From an optimization exercise on the open Yosys and OpenROAD flow, aimed at small area and a short achievable clock period; shortcuts taken in it are not production practice.
RTL that was checked went through simulation tests only; none was proved equivalent to the original.
Power figures rest on the tool's default switching activity, not on a simulated workload.

Setup of alpha:
// datapath
module datapath(datapath_in, vsel, writenum, write, readnum, clk, loada, loadb, shift, asel, bsel, ALUop, loadc, loads, datapath_out, Z_out);
Size: roughly 180 flip-flops, roughly 52 I/O pins, roughly 8300 sq um of cells after synthesis.
==> flow/config.mk <==
export PLATFORM = sky130hd
export DESIGN_NAME = datapath
export DESIGN_NICKNAME = datapath
export VERILOG_FILES = /design/flow/design.v
export SDC_FILE = /design/flow/constraint.sdc
export NUM_CORES = 4
export LEC_CHECK = 0
export CAP_MARGIN = 20
export CORE_MARGIN = 2
export CORE_UTILIZATION = 65
export GPL_TIMING_DRIVEN = 0
export SETUP_SLACK_MARGIN = 2.3
export SLEW_MARGIN = 20
export SYNTH_HIERARCHICAL = 1
export SYNTH_MINIMUM_KEEP_SIZE = 0
==> flow/constraint.sdc <==
create_clock -name core_clock -period 5.0 [get_ports {clk}]
set_input_delay 1.0000 -clock core_clock [delete_from_list [all_inputs] [get_ports {clk}]]
set_output_delay 1.0000 -clock core_clock [all_outputs]
set_load 0.01 [all_outputs]
standard.sh (not shown) runs the stock make flow with config.mk's settings and CLKGATE_MAP_FILE= SYNTH_SCRIPT=/design/flow/synth_recipe.tcl, a recipe that flattens the netlist after the stock synthesis.
==> flow/flow/run.sh <==
#!/bin/bash
# Layout flow: the standard flow (standard.sh, unchanged synthesis) with
# smaller port buffers, smaller clock buffers and no dummy clock loads. Each tool's full output
# stays in orfs/logs/; make's own output goes to flow_make.log here.
set -euo pipefail
bash standard.sh \
  "BUFFER_PORTS_ARGS=-buffer_cell sky130_fd_sc_hd__buf_1" \
  "CTS_ARGS=-sink_clustering_enable -repair_clock_nets -dont_use_dummy_load -buf_list sky130_fd_sc_hd__clkbuf_8" \
  finish > flow_make.log 2>&1
alpha closes out successfully: all stages finished, all timing, DRC and antenna checks passed.
Here is what was changed in the inputs of beta compared with alpha.
--- a/flow/flow/run.sh
+++ b/flow/flow/run.sh
@@ -5,5 +5,5 @@
 set -euo pipefail
 bash standard.sh \
-  "BUFFER_PORTS_ARGS=-buffer_cell sky130_fd_sc_hd__buf_1" \
+  "BUFFER_PORTS_ARGS=-buffer_cell sky130_fd_sc_hd__buf_2" \
   "CTS_ARGS=-sink_clustering_enable -repair_clock_nets -dont_use_dummy_load -buf_list sky130_fd_sc_hd__clkbuf_8" \
   finish > flow_make.log 2>&1
--- a/flow/config.mk
+++ b/flow/config.mk
@@ -8,6 +8,5 @@
 export CAP_MARGIN = 20
 export CORE_MARGIN = 2
-export CORE_UTILIZATION = 65
-export GPL_TIMING_DRIVEN = 0
+export CORE_UTILIZATION = 75
 export SETUP_SLACK_MARGIN = 2.3
 export SLEW_MARGIN = 20
beta vs. alpha: standard cell area after detailed placement decreased by 0.57% relative to the old numbers; slack of the critical path decreased by 240 ps relative to the old numbers; post-route non-filler standard cell count decreased by 4.1% relative to the old numbers. Looking at switching power summed over all nets, beta sits about 11% above alpha. Diff alpha -> beta | number of non-clock inverters in the layout | down by a few percent. Hold slack ended up 35 ps higher on beta than on alpha. Going from alpha to beta, the total power draw was found to have gone up by about 3.2%. | largest net degree at the start of global routing | higher: beta |. Looking at routed metal-1 wirelength, beta sits about 5.4% above alpha. beta ended with more average wire per cell in the routed design than alpha. Start point of the critical path: shift[0] -> alpha, asel -> beta.
Modified inputs, gamma compared to beta
--- a/flow/flow/run.sh
+++ b/flow/flow/run.sh
@@ -5,5 +5,5 @@
 set -euo pipefail
 bash standard.sh \
-  "BUFFER_PORTS_ARGS=-buffer_cell sky130_fd_sc_hd__buf_2" \
+  "BUFFER_PORTS_ARGS=-buffer_cell sky130_fd_sc_hd__buf_1" \
   "CTS_ARGS=-sink_clustering_enable -repair_clock_nets -dont_use_dummy_load -buf_list sky130_fd_sc_hd__clkbuf_8" \
   finish > flow_make.log 2>&1
--- a/flow/config.mk
+++ b/flow/config.mk
@@ -8,6 +8,6 @@
 export CAP_MARGIN = 20
 export CORE_MARGIN = 2
-export CORE_UTILIZATION = 75
-export SETUP_SLACK_MARGIN = 2.3
+export CORE_UTILIZATION = 65
+export SETUP_SLACK_MARGIN = 2.2
 export SLEW_MARGIN = 20
 export SYNTH_HIERARCHICAL = 1
In summary, beta completed successfully, with a layout that passed the timing, design-rule and antenna checks. gamma reached the end of the flow, and the finished layout is clean on the timing, design-rule and antenna checks. Sort beta and gamma by share of final-layout standard cells stronger than drive strength 1 desc -> top: beta. Changes observed in gamma relative to beta: met3 layer usage reported by global route down 2.1 points; total power consumption of the routed design decreased by 4.6% relative to the old numbers; worst-case headroom to the max-slew limit higher; hold slack has decreased; wire length of the first global-routing pass lower. Summary of gamma over beta: final critical-path share of the clock period went down; number of different library cells in the post-synthesis netlist barely changed.
--- input diff gamma..delta ---
--- a/flow/config.mk
+++ b/flow/config.mk
@@ -9,5 +9,6 @@
 export CORE_MARGIN = 2
 export CORE_UTILIZATION = 65
-export SETUP_SLACK_MARGIN = 2.2
+export GPL_ROUTABILITY_DRIVEN = 0
+export SETUP_SLACK_MARGIN = 2.3
 export SLEW_MARGIN = 20
 export SYNTH_HIERARCHICAL = 1
[summary]
Logic depth of the worst path, buffers included in delta is 1 higher than in gamma. Changes observed in delta relative to gamma: ratio of routed vias to standard cells shrank by 1.2%; total power increased by 2.2% relative to the old numbers; core utilization shows an increase of 2.8 points; first-pass GRT wire length up about 2.3%. delta: internal power of the cells is 1.9% higher than what gamma reported. For the largest fanout of any net on the critical path, delta came in 2 lower than gamma did. From gamma to delta the numbers moved as follows: logic gate share of total power went up by 1.6 points, hold slack closely matched the old numbers.

---

== run A ==
Starting RTL as in the previous note.
==> flow/config.mk <==
export PLATFORM = sky130hd
export DESIGN_NAME = datapath
export DESIGN_NICKNAME = datapath
export VERILOG_FILES = /design/flow/design.v
export SDC_FILE = /design/flow/constraint.sdc
export NUM_CORES = 4
export LEC_CHECK = 0
export CAP_MARGIN = 20
export CORE_MARGIN = 2
export CORE_UTILIZATION = 60
export PLACE_DENSITY = 0.7
export SETUP_SLACK_MARGIN = 2.3
export SLEW_MARGIN = 20
export SYNTH_HIERARCHICAL = 1
export SYNTH_MINIMUM_KEEP_SIZE = 0
==> flow/constraint.sdc <==
create_clock -name core_clock -period 5.0 [get_ports {clk}]
set_input_delay 1.0000 -clock core_clock [delete_from_list [all_inputs] [get_ports {clk}]]
set_output_delay 1.0000 -clock core_clock [all_outputs]
set_load 0.01 [all_outputs]
==> flow/flow/run.sh <==
#!/bin/bash
# Layout flow: the standard flow (standard.sh, unchanged synthesis) with
# smaller port buffers, smaller clock buffers and no dummy clock loads. Each tool's full output
# stays in orfs/logs/; make's own output goes to flow_make.log here.
set -euo pipefail
bash standard.sh \
  "BUFFER_PORTS_ARGS=-buffer_cell sky130_fd_sc_hd__buf_1" \
  "CTS_ARGS=-sink_clustering_enable -repair_clock_nets -dont_use_dummy_load -buf_list sky130_fd_sc_hd__clkbuf_8" \
  finish > flow_make.log 2>&1
For run B, these inputs were changed with respect to run A:
diff --git a/flow/flow/run.sh b/flow/flow/run.sh
--- a/flow/flow/run.sh
+++ b/flow/flow/run.sh
@@ -7,2 +7,2 @@
-  "BUFFER_PORTS_ARGS=-buffer_cell sky130_fd_sc_hd__buf_1" \
-  "CTS_ARGS=-sink_clustering_enable -repair_clock_nets -dont_use_dummy_load -buf_list sky130_fd_sc_hd__clkbuf_8" \
+  "BUFFER_PORTS_ARGS=-buffer_cell sky130_fd_sc_hd__buf_2" \
+  "CTS_ARGS=-sink_clustering_enable -repair_clock_nets -dont_use_dummy_load -buf_list sky130_fd_sc_hd__clkbuf_8 -sink_clustering_size 30 -sink_clustering_max_diameter 100" \
diff --git a/flow/config.mk b/flow/config.mk
--- a/flow/config.mk
+++ b/flow/config.mk
@@ -10,2 +10 @@
-export CORE_UTILIZATION = 60
-export PLACE_DENSITY = 0.7
+export CORE_UTILIZATION = 65
## What came out
Compared run B against run A; max-slew violation count within noise. Max portion of the clock cycle consumed by the worst path in the final layout across run A and run B: run B. CTS clock-pin slew for the worst setup and hold paths delta (run B -> run A): insignificant. Run B — fmax about 1.4% lower, run A as reference. In run B the leakage power turned out about 4% higher than in run A. In the tables for run A and run B, finished layout cell area reads higher with run B. Looking at slack of the critical path across run A and run B, the one that comes out lower is run B. [run B] largest fanout on the critical path rose 2 relative to run A.
#### Input delta (run C over run B)
diff --git a/flow/flow/run.sh b/flow/flow/run.sh
--- a/flow/flow/run.sh
+++ b/flow/flow/run.sh
@@ -7,2 +7,2 @@
-  "BUFFER_PORTS_ARGS=-buffer_cell sky130_fd_sc_hd__buf_2" \
-  "CTS_ARGS=-sink_clustering_enable -repair_clock_nets -dont_use_dummy_load -buf_list sky130_fd_sc_hd__clkbuf_8 -sink_clustering_size 30 -sink_clustering_max_diameter 100" \
+  "BUFFER_PORTS_ARGS=-buffer_cell sky130_fd_sc_hd__buf_1" \
+  "CTS_ARGS=-sink_clustering_enable -repair_clock_nets -dont_use_dummy_load -buf_list sky130_fd_sc_hd__clkbuf_8" \
--- outcome ---
C[10] as the critical path endpoint was reported by run C, and C[8] by run B. Run C vs. run B: power density over cell area rose by 3.5 mW/mm^2, share of total power in combinational logic fell by 1.0 points, fmax rose by about 1.2%. Run C vs run B — post-place instance area dropped slightly. Summary of run C over run B: final clock period utilization by the worst path went down, tightest hold margin did not really move.

---

job 582:
datapath, a different RTL version from the one above (not shown whole).
Size in the first run: about 680 cells after synthesis, ~180 flip-flops, about 52 I/O pins, roughly 8900 sq um of cells after synthesis.
## datapath
module datapath(datapath_in, vsel, writenum, write, readnum, clk, loada, loadb, shift, asel, bsel, ALUop, loadc, loads, datapath_out, Z_out);
  input write, clk, loada, loadb, vsel, asel, bsel, loadc, loads;
  input [1:0] shift, ALUop;
  input [2:0] writenum, readnum;
  input [15:0] datapath_in;
  output [15:0] datapath_out;
  output Z_out;
  reg [15:0] R0, R1, R2, R3, R4, R5, R6, R7;
  reg [15:0] A, B, C;
  reg S;
  wire [15:0] wdata = vsel ? datapath_in : C;
  always @(posedge clk) begin
    if (write && writenum == 3'd0) R0 <= wdata;
    if (write && writenum == 3'd1) R1 <= wdata;
    if (write && writenum == 3'd2) R2 <= wdata;
    if (write && writenum == 3'd3) R3 <= wdata;
    if (write && writenum == 3'd4) R4 <= wdata;
    if (write && writenum == 3'd5) R5 <= wdata;
    if (write && writenum == 3'd6) R6 <= wdata;
    if (write && writenum == 3'd7) R7 <= wdata;
  end
  wire [7:0] rsel = 8'b1 << readnum;
  wire [15:0] rdata = ({16{rsel[0]}} & R0) | ({16{rsel[1]}} & R1) |
                      ({16{rsel[2]}} & R2) | ({16{rsel[3]}} & R3) |
                      ({16{rsel[4]}} & R4) | ({16{rsel[5]}} & R5) |
                      ({16{rsel[6]}} & R6) | ({16{rsel[7]}} & R7);
  always @(posedge clk) begin
    if (loada) A <= rdata;
    if (loadb) B <= rdata;
  end
  wire selB = ~bsel & (shift == 2'b00);
  wire selL = ~bsel & (shift == 2'b01);
  wire selR = ~bsel & shift[1];
  wire msb  = shift[0] & B[15];
  wire [15:0] Bin = ({16{selB}} & B) | ({16{selL}} & {B[14:0], 1'b0}) |
                    ({16{selR}} & {msb, B[15:1]}) | ({16{bsel}} & {11'b0, datapath_in[4:0]});
  wire [15:0] Ain = {16{~asel}} & A;
  wire sub = ALUop[0];
  wire [15:0] bx = Bin ^ {16{sub}};
  wire [15:0] p = Ain ^ bx;
  wire [15:0] g = Ain & bx;
  wire [15:0] y = Ain | bx;
  wire [15:0] g1, p1, g2, p2, g3, p3, g4, p4;
  wire [15:0] g0 = {g[15:1], g[0] | (p[0] & sub)};
  wire [15:0] p0 = p;
  genvar i;
  generate
    for (i = 0; i < 16; i = i + 1) begin : pfx
      if (i % 2 == 1) begin : l1
        assign g1[i] = g0[i] | (p0[i] & g0[i-1]);
  ...
Settings: LEC_CHECK=0, CAP_MARGIN=20, CORE_MARGIN=2, CORE_UTILIZATION=65, SETUP_SLACK_MARGIN=2.0, SLEW_MARGIN=20; clock period 5.0 ns.
run.sh (not shown) runs the stock make flow with config.mk's settings and CLKGATE_MAP_FILE= SYNTH_SCRIPT=/design/flow/synth_recipe.tcl, a recipe that flattens the netlist after the stock synthesis.
Stock flow here: none of the scripts above is used.
diff inputs: job 582 => job 1116
--- a/flow/config.mk
+++ b/flow/config.mk
@@ -10,2 +10 @@
-export CORE_UTILIZATION = 65
-export SETUP_SLACK_MARGIN = 2.0
+export CORE_UTILIZATION = 40
Findings:
- The via count of job 1116 is lower than that of job 582.
- Worst hold slack ends up higher on job 1116.
- The final reports for job 1116 and job 582 show growth of design area from synthesis to finish lower in the former.
- Average via count per standard cell came out lower on job 1116 than on job 582.
- Post-layout instance count excluding filler cells (job 1116 / job 582): 1.08
- Job 582 has lower die extent in y than job 1116.
- Job 1116 vs. job 582: placed cell area went up by about 1%; met2 capacity usage during global routing -22 points.
- Diff job 582 -> job 1116 | count of buffers not belonging to the clock network in the layout | down by more than a quarter
No run of this note included a check of the RTL's function; only the layout flow was run.

afterwards: timing with drivers on the ports:
The flow's constraints put no driver on any port. The routed layouts listed below were extracted and timed again, unchanged, in two steps.
Step 1, drivers: a clkbuf_16 drives clk and a buf_2 each remaining input, both assumed.
Step 2 adds t to the input delays and takes it off the output delays; t is the mean of the earliest and latest rising clock arrival at the registers after step 1. Input paths then give back, and output paths get back, about the clock's delay inside the block.
Slacks: no drivers / after step 1 / after step 2; pairs: no drivers / after step 1.
run | t (ns) | slack for setup (ns) | latest minus earliest clock arrival (ns)
alpha | 0.482 | 2.362 / 2.354 / 1.872 | 0.035 / 0.035
beta | 0.481 | 2.127 / 2.143 / 1.663 | 0.033 / 0.033
gamma | 0.475 | 2.240 / 2.224 / 1.750 | 0.029 / 0.029
delta | 0.478 | 2.335 / 2.284 / 1.806 | 0.028 / 0.029
run A | 0.463 | 2.363 / 2.353 / 1.890 | 0.036 / 0.036
run B | 0.467 | 2.326 / 2.311 / 1.845 | 0.031 / 0.031
run C | 0.474 | 2.359 / 2.371 / 1.898 | 0.035 / 0.035
job 582 | 0.467 | 1.614 / 1.495 / 1.028 | 0.014 / 0.014
job 1116 | 0.464 | 0.637 / 0.622 / 0.159 | 0.016 / 0.015
After both steps setup and hold are still met in every run listed. The setup slack of job 582, which loses most, moves by -0.119 ns with the drivers and by -0.586 ns with both steps.
